This design comes from an exercise in tuning for small area on the open sky130 flow, not from production work. The RTL was checked by simulation tests, not by an equivalence proof against the original design. Power figures rest on the tool's default switching activity, not on a simulated workload.

--- flow/config.mk ---
export PLATFORM = sky130hd
export DESIGN_NAME = wall_clock
export DESIGN_NICKNAME = wall_clock
export VERILOG_FILES = /design/flow/design.v
export SDC_FILE = /design/flow/constraint.sdc
export NUM_CORES = 4
export LEC_CHECK = 0
export CAP_MARGIN = 20
export CORE_MARGIN = 2
export CORE_UTILIZATION = 40
export SLEW_MARGIN = 20
--- flow/constraint.sdc ---
create_clock -name core_clock -period 10.0 [get_ports {clk}]
set_input_delay 2.0000 -clock core_clock [delete_from_list [all_inputs] [get_ports {clk}]]
set_output_delay 2.0000 -clock core_clock [all_outputs]
set_load 0.01 [all_outputs]
--- flow/design.v ---
`timescale 1ns/100ps
module wall_clock #(
    parameter CLK_RATE_HZ = 32_768,
    parameter HOURS_STYLE_AMERICAN = 0
    )(
    output wire[7:0] display_led_segments,
    output wire[5:0] display_led_enable_mask,
    input wire adjustment_next,
    input wire adjustment_increment,
    input wire clk,
    input wire reset
);
    reg[1:0] lo;
    reg[9:0] hp;
    reg[2:0] c1;
    reg clk1;
    reg hd_d;                        
    wire lo_full = &lo;
    wire half_done = lo_full && hp == 10'd818;
    wire clk5 = c1[0] ^ clk1;
    wire c1_last = c1[2];            
    wire tick5 = half_done && !clk5;
    wire tick1 = half_done && c1_last && !clk1;
    wire e5 = hd_d && clk5;
    wire e1 = hd_d && clk1 && c1 == 3'd0;
    always @(posedge clk) begin
        hd_d <= half_done;
        if (reset) begin
            lo <= 2'd0;
            hp <= 10'd0;
            c1 <= 3'd0;
            clk1 <= 1'b0;
        end else begin
            lo <= lo + 2'd1;
            if (half_done) begin
                hp <= 10'd0;
                c1 <= c1_last ? 3'd0 : c1 + 3'd1;
                clk1 <= clk1 ^ c1_last;
            end else if (lo_full) begin
                hp <= hp + 10'd1;
            end
        end
    end
    reg[3:0] wd;
    wire bark = wd == 4'd14;
    always @(posedge clk) begin
        if (reset) begin
            wd <= 4'd5;
        end else if (tick1) begin
            if (adjustment_next || adjustment_increment)
                wd <= 4'd5;
            else if (wd != 4'd15)
                wd <= wd + 4'd1;
        end
    end
    wire mc_reset = reset || bark;
    reg timer_load;
    reg adjuster_load;
    reg[2:0] mode;
    reg prev_next;
    wire select = |mode;
    wire rise = !prev_next && adjustment_next && !adjuster_load && !timer_load;
    wire e5_al = e5 && adjuster_load;
    wire e1_tl = e1 && timer_load;
    always @(posedge clk) begin
        if (mc_reset) begin
            timer_load <= 1'b0;
            adjuster_load <= 1'b0;
            mode <= 3'b000;
            prev_next <= 1'b0;
        end else begin
            prev_next <= adjustment_next;
            if (rise) begin
                case (mode)
                    3'b000: adjuster_load <= 1'b1;
                    3'b100: mode <= 3'b010;
                    3'b010: mode <= 3'b001;
                    3'b001: timer_load <= 1'b1;
                    default: ;
                endcase
            end
            if (e1_tl) begin
                timer_load <= 1'b0;
                mode <= 3'b000;
            end
            if (e5_al) begin
                adjuster_load <= 1'b0;
                mode <= 3'b100;
            end
        end
    end
    reg[2:0] mode_latch;
    reg[2:0] ttc;
    wire do_inc = adjustment_increment && (ttc == 3'd5 || ttc == 3'd0);
    wire[2:0] inc_f = mode_latch & {3{do_inc && tick5}};
    always @(posedge clk) begin
        if (reset) begin
            mode_latch <= 3'b000;
        end else if (tick5) begin
            mode_latch <= mode;
        end
        if (tick5) begin
            if (!adjustment_increment)
                ttc <= 3'd5;
            else if (mode_latch != mode)
                ttc <= 3'd6;
            else if (ttc != 3'd0)
                ttc <= ttc - 3'd1;
        end
    end
    reg[3:0] tm_su, tm_mu, tm_hu;
    reg[2:0] tm_st, tm_mt;
    reg[1:0] tm_ht;
    reg[3:0] ad_su, ad_mu, ad_hu;
    reg[2:0] ad_st, ad_mt;
    reg[1:0] ad_ht;
    wire tm_s59 = tm_su[3] && tm_su[0] && tm_st[2] && tm_st[0];
    wire tm_m59 = tm_mu[3] && tm_mu[0] && tm_mt[2] && tm_mt[0];
    always @(posedge clk) begin
        if (reset) begin
            {tm_ht, tm_hu, tm_mt, tm_mu, tm_st, tm_su} <= 20'd0;
        end else if (tick1) begin
            if (timer_load) begin
                {tm_ht, tm_hu, tm_mt, tm_mu, tm_st, tm_su} <=
                    {ad_ht, ad_hu, ad_mt, ad_mu, ad_st, ad_su};
            end else begin
                if (tm_su[3] && tm_su[0]) begin
                    tm_su <= 4'd0;
                    tm_st <= tm_st[2] && tm_st[0] ? 3'd0 : tm_st + 3'd1;
                end else begin
                    tm_su <= tm_su + 4'd1;
                end
                if (tm_s59) begin
                    if (tm_mu[3] && tm_mu[0]) begin
                        tm_mu <= 4'd0;
                        tm_mt <= tm_mt[2] && tm_mt[0] ? 3'd0 : tm_mt + 3'd1;
                    end else begin
                        tm_mu <= tm_mu + 4'd1;
                    end
                end
                if (tm_s59 && tm_m59) begin
                    if (tm_ht[1] && tm_hu[1] && tm_hu[0]) begin
                        tm_hu <= 4'd0;
                        tm_ht <= 2'd0;
                    end else if (tm_hu[3] && tm_hu[0]) begin
                        tm_hu <= 4'd0;
                        tm_ht <= tm_ht + 2'd1;
                    end else begin
                        tm_hu <= tm_hu + 4'd1;
                    end
                end
            end
        end
    end
    always @(posedge clk) begin
        if (reset) begin
            {ad_ht, ad_hu, ad_mt, ad_mu, ad_st, ad_su} <= 20'd0;
        end else if (tick5 && adjuster_load) begin
            {ad_ht, ad_hu, ad_mt, ad_mu, ad_st, ad_su} <=
                {tm_ht, tm_hu, tm_mt, tm_mu, tm_st, tm_su};
        end else begin
            if (inc_f[0]) begin
                if (ad_su[3] && ad_su[0]) begin
                    ad_su <= 4'd0;
                    ad_st <= ad_st[2] && ad_st[0] ? 3'd0 : ad_st + 3'd1;
                end else begin
                    ad_su <= ad_su + 4'd1;
                end
            end
            if (inc_f[1]) begin
                if (ad_mu[3] && ad_mu[0]) begin
                    ad_mu <= 4'd0;
                    ad_mt <= ad_mt[2] && ad_mt[0] ? 3'd0 : ad_mt + 3'd1;
                end else begin
                    ad_mu <= ad_mu + 4'd1;
                end
            end
            if (inc_f[2]) begin
                if (ad_ht[1] && ad_hu[1] && ad_hu[0]) begin
                    ad_hu <= 4'd0;
                    ad_ht <= 2'd0;
                end else if (ad_hu[3] && ad_hu[0]) begin
                    ad_hu <= 4'd0;
                    ad_ht <= ad_ht + 2'd1;
                end else begin
                    ad_hu <= ad_hu + 4'd1;
                end
            end
        end
    end
    reg[6:0] dq;
    reg[3:0] dig;
    reg dp;
    wire[3:0] d_su = select ? ad_su : tm_su;
    wire[2:0] d_st = select ? ad_st : tm_st;
    wire[3:0] d_mu = select ? ad_mu : tm_mu;
    wire[2:0] d_mt = select ? ad_mt : tm_mt;
    wire[3:0] d_hu = select ? ad_hu : tm_hu;
    wire[1:0] d_ht = select ? ad_ht : tm_ht;
    wire refresh = lo_full && &dq[3:0];
    wire[2:0] slot = dq[6:4];
    always @(posedge clk) begin
        if (reset) begin
            dq <= 7'd120;
        end else if (lo_full) begin
            dq <= dq == 7'd95 ? 7'd0 : dq + 7'd1;
        end
    end
    always @(posedge clk) begin
        if (reset) begin
            dig <= 4'd15;
            dp <= 1'b0;
        end else if (refresh) begin
            case (slot)
                3'd0: begin dig <= {1'b0, d_st}; dp <= 1'b0; end
                3'd1: begin dig <= d_mu;         dp <= clk1; end
                3'd2: begin dig <= {1'b0, d_mt}; dp <= 1'b0; end
                3'd3: begin dig <= d_hu;         dp <= clk1; end
                3'd4: begin dig <= {2'b0, d_ht}; dp <= 1'b0; end
                default: begin dig <= d_su;      dp <= 1'b0; end
            endcase
        end
    end
    wire x3 = dig[3], x2 = dig[2], x1 = dig[1], x0 = dig[0];
    wire[6:0] seg = {
        !x2&!x0 | x2&!x1&x0 | x3&!x2 | !x3&x1,
        !x1&!x0 | !x3&x1&x0 | !x2,
        x2&!x0 | !x3&x0 | !x1,
        !x2&x1 | x3&!x2 | !x2&!x0 | x1&!x0 | x2&!x1&x0,
        !x2&!x0 | x1&!x0,
        !x1&!x0 | x2&!x0 | x3&!x2 | x2&!x1,
        x2&!x0 | !x2&x1 | x3&!x2 | x2&!x1
    };
    assign display_led_segments = {seg, dp};
    wire[5:0] active = {slot == 3'd5, slot == 3'd4, slot == 3'd3,
                        slot == 3'd2, slot == 3'd1, slot == 3'd0};
    wire[5:0] blink = {{2{!mode[2] || clk1}}, {2{!mode[1] || clk1}},
                       {2{!mode[0] || clk1}}};
    assign display_led_enable_mask = active & blink;
endmodule
--- flow/run.sh ---
#!/bin/bash
# synth_recipe.tcl (not shown) runs the flow's synth.tcl, then flattens the netlist and writes it again
# the make line also repeats each setting of config.mk as NAME=value (left out here)
make -C /OpenROAD-flow-scripts/flow DESIGN_CONFIG=/design/flow/config.mk WORK_HOME=/design/flow/orfs CLKGATE_MAP_FILE= SYNTH_SCRIPT=/design/flow/synth_recipe.tcl finish
==> results.yml <==
logic_synthesis:
  synth_top_family_by_area: "simple AND/OR/NAND/NOR gates"
  yosys.area_share.simple: 0.259
  synth_xor_area_frac: 0.0310
  synth_area_um2: 5090
  synth_top_area_share: 0.323
  synth_compound_area_frac: 0.212
  synth.avg_cell_area_um2: 7.77
  synth.most_common_cell: "nand2_1"
  ys_seq_elements: 85
  yosysUniqueCellTypes: 63
  synth_nets: 680
  synthAdderAreaFrac: 0.0516
  synth_area_leaders: "dfxtp_1 32%, nand2_1 7.0%, a21oi_1 5.8%"
  synth_edf_count: 3
  seq_area_frac_synth: 0.340
  muxShareOfSynthArea: 0.0499
  yosysWarnings: 1
  synth_area_leader_cell: "dfxtp_1"
  synth_common_cells: "95 x nand2_1, 82 x dfxtp_1, 59 x a21oi_1"
  syn_inst: 655
  synth_flop_cell: "dfxtp_1"
  async_flop_share: 0
routing:
  via_per_inst: 5.76
  top_layer: "met4"
  wl_met1_um: 6280
  wl_met3_um: 670
  ant_nets: 0
  first_iter_violations: 298
  met2_wirelength_um: 6330
  post_drt_wl_per_cell_um: 16.6
  drc_errors: 0
  firstDrtPassIters: 5
  vias: 4721
  wirelength_um: 13600
power:
  power.switching_mw: 0.161
  ir_worst_vdd_mv: 0.0955
  leakage_nw: 1.95
  comb_power_share: 0.029
  p_int_mw: 0.526
  p_per_area_nw_per_um2: 123
  power.share.clock: 0.466
  seqPwrFrac: 0.505
  report.power.total_mw: 0.688
  sw_frac_of_total: 0.235
critical_path:
  crit_chain: "nor2b_1 -> nor3b_1 -> clkdlybuf4s50_1"
  r2r_end: "ad_st[2]$_SDFFE_PP0P_"
  critical-path-max-stage-delay_ns: 0.82
  path_class: "flip-flop to primary output"
  worst_setup_path_start_kind: "flip-flop"
  reg2regPathDepth: 6
  crit_family: "flip-flops"
  cp.depth: 3
  endpoint_kind: "primary output"
  critPathArrivalTime_ns: 2.28
  crit_buf_inv: 1
  r2r_setup_slack_ns: 6.54
  critPathRequiredTime_ns: 8.00
  crit_path_max_fanout: 23
  crit_path_start: "dq[4]$_SDFFE_PP1P_"
  r2r_start: "lo[0]$_SDFF_PP0_"
  crit_end: "display_led_enable_mask[1]"
  critPathSlowestCell: "dfxtp_1"
sta:
  setup_tns_ns: 0
  skew_ns: 0.00665
  final-setup-viol-count: 0
  period_needed_ns: 4.28
  hold_violations: 0
  slew-limit-headroom: 0.392
  fmax_ghz: 0.233
  rsz0062_at_grt: "no"
  period_share: 0.428
  worst_pin_slew_ns: 0.909
  setup_ws_ns: 5.72
  slew_viol_final: 0
job:
  drv_cap: 0
global_routing:
  grt_max_degree: 64
  grt_pass1_vias: 4493
  antenna_found_initial: 0
  overflow: 0
  track_usage: 0.208
  grt_pass1_wl_um: 22400
placed_design:
  portBuffers: 17
  place_ws_ns: 6.03
  hpwl_um: 9460
  placed_area_um2: 5320
  gp_congestion: 0.828
status:
  status: "complete, no violations"
clocking:
  clock-root-buffer: "clkbuf_16"
  hold_buffers: 0
  cts_sinks: 85
  clock_latency_ns: 0.34
  post-cts-setup-buffers: 0
  cts_resized: 0
  numCtsBuffers: 9
  h-tree-depth: 3
  cts_tree: "yes"
  ctsLongestPathBuffers: 2
  clk_transition_reported_paths_ns: 0.06
layout:
  finalInstanceArea_um2: 5600
  syn2layout_area_growth_pct: 10.1
  drive_gt1_frac: 0.0618
  n_antenna_cell: 0
  nNetsFinal: 667
floorplan:
  die_area_um2: 13600
  die_y_um: 117
  rows: 41
  chipWidth_um: 117
  ios: 18
  initial_core_util: 0.407
  core-area_um2: 12500
min_path:
  hold_path_depth: 1
  hold_path.class: "flip-flop to flip-flop"
==> routing by layer <==
metal / up-vias / track usage
li1: 2330 / -
met1: 2248 / 0.273
met2: 119 / 0.337
met3: 24 / 0.0525
met4: 0 / 0.0698
met5: - / 0
==> cells in the final DEF, fill, tap and decap left out, types with 4 or more instances in the layout <==
| cell | synthesis | routed |
|---|---|---|
| a21oi_1 | 59 | 59 |
| xor2_1 | 12 | 12 |
| and3_1 | 9 | 9 |
| nand2_1 | 95 | 95 |
| and2_1 | 4 | 4 |
| or3_1 | 7 | 7 |
| clkdlybuf4s50_1 | 0 | 16 |
| buf_4 | 1 | 4 |
| o22ai_1 | 6 | 6 |
| o31ai_1 | 5 | 5 |
| a21o_1 | 6 | 6 |
| nand4_1 | 9 | 9 |
| dfxtp_1 | 82 | 82 |
| xnor2_1 | 6 | 6 |
| a311oi_1 | 5 | 5 |
| mux2_2 | 5 | 5 |
| nor3_1 | 19 | 19 |
| mux2i_1 | 13 | 13 |
| nor2_1 | 56 | 56 |
| nand3_1 | 22 | 22 |
| clkbuf_16 | 0 | 9 |
| inv_1 | 26 | 26 |
| a41oi_1 | 4 | 4 |
| nor2b_1 | 12 | 12 |
| a22oi_1 | 9 | 9 |
| a22o_1 | 5 | 5 |
| nor4_1 | 6 | 5 |
| ha_1 | 21 | 21 |
| a32oi_1 | 5 | 5 |
| a31oi_1 | 10 | 10 |
| nor3b_1 | 5 | 5 |
| o21ai_0 | 26 | 26 |
| or2_2 | 4 | 4 |
| a211oi_1 | 8 | 8 |
| nand2b_1 | 7 | 7 |
==> worst min path at each step <==
stage / start / endpoint / slack [ns]
6_report: lo[0]$_SDFF_PP0_ / lo[0]$_SDFF_PP0_ / 0.42
5_1_grt: lo[0]$_SDFF_PP0_ / lo[0]$_SDFF_PP0_ / 0.44
4_1_cts: lo[0]$_SDFF_PP0_ / lo[0]$_SDFF_PP0_ / 0.42
3_5_place_dp: lo[0]$_SDFF_PP0_ / lo[0]$_SDFF_PP0_ / 0.41
3_3_place_gp: lo[0]$_SDFF_PP0_ / lo[0]$_SDFF_PP0_ / 0.40
2_1_floorplan: lo[0]$_SDFF_PP0_ / lo[0]$_SDFF_PP0_ / 0.39
==> through the flow <==
step / instances / hold slack [ns] / utilization
after floorplan: 655 / 0.390 / -
after global placement: 803 / 0.402 / 0.425
after detailed placement: 803 / 0.410 / 0.425
after CTS: 819 / 0.421 / 0.448
after global routing: 819 / 0.439 / 0.448
final: 819 / 0.417 / 0.448
==> registers in the layout (all words and copies together), names as in the netlist, 4 cells and up <==
name   cells
ad_hu      4
tm_su      4
wd         4
dig        4
hp        10
ad_su      4
dq         7
ad_mu      4
tm_mu      4
tm_hu      4
==> power groups by stage <==
stage	Clock, mW	Sequential, mW	Combinational, mW
floorplan	0	0.352	0.0163
finish	0.320	0.347	0.0202
global placement	0	0.355	0.0196
CTS	0.328	0.347	0.0204
global route	0.341	0.347	0.0229
detailed placement	0	0.355	0.0203
==> cell type report <==
class	count	area, um^2
fill	1323	6910
clock inverter	6	46.3
clock buffer	10	239
inverter	26	97.6
sequential	85	1730
multi-input combinational	499	3080
tap	172	215
timing repair buffer	21	195
==> logic make-up (layout without fill, tap and decap cells) <==
group                    after synthesis  count (layout)
AO/OA/AOI/OAI                        168             168
XOR/XNOR                              18              18
adder cells (fa/ha/maj)               21              21
buffers and inverters                 71              63
flip-flops                            85              85
multiplexers                          21              21
AND/OR/NAND/NOR                      271             271

==> separate check: timing with driven ports <==
How much do the figures lean on ideal ports? The routed layout below was timed once more, with nothing changed but the port constraints.
Step 1, drivers: a clkbuf_16 drives clk and a buf_2 each remaining input, both assumed.
Step 2, shift: input delay + t, output delay - t, t = (earliest + latest rising clock arrival at the registers) / 2. This alone moves slack from input paths to output paths.
Three values: no drivers, after step 1, after step 2; two values: the first two.
t, ns: 0.375
slack for setup (ns): 5.715 / 5.678 / 6.024
slew at the worst register clock pin (ns): 0.07 / 0.07
After both steps this run still meets setup and hold. For this run, drivers alone change the setup slack by -0.037 ns; drivers and shift together by +0.309 ns.
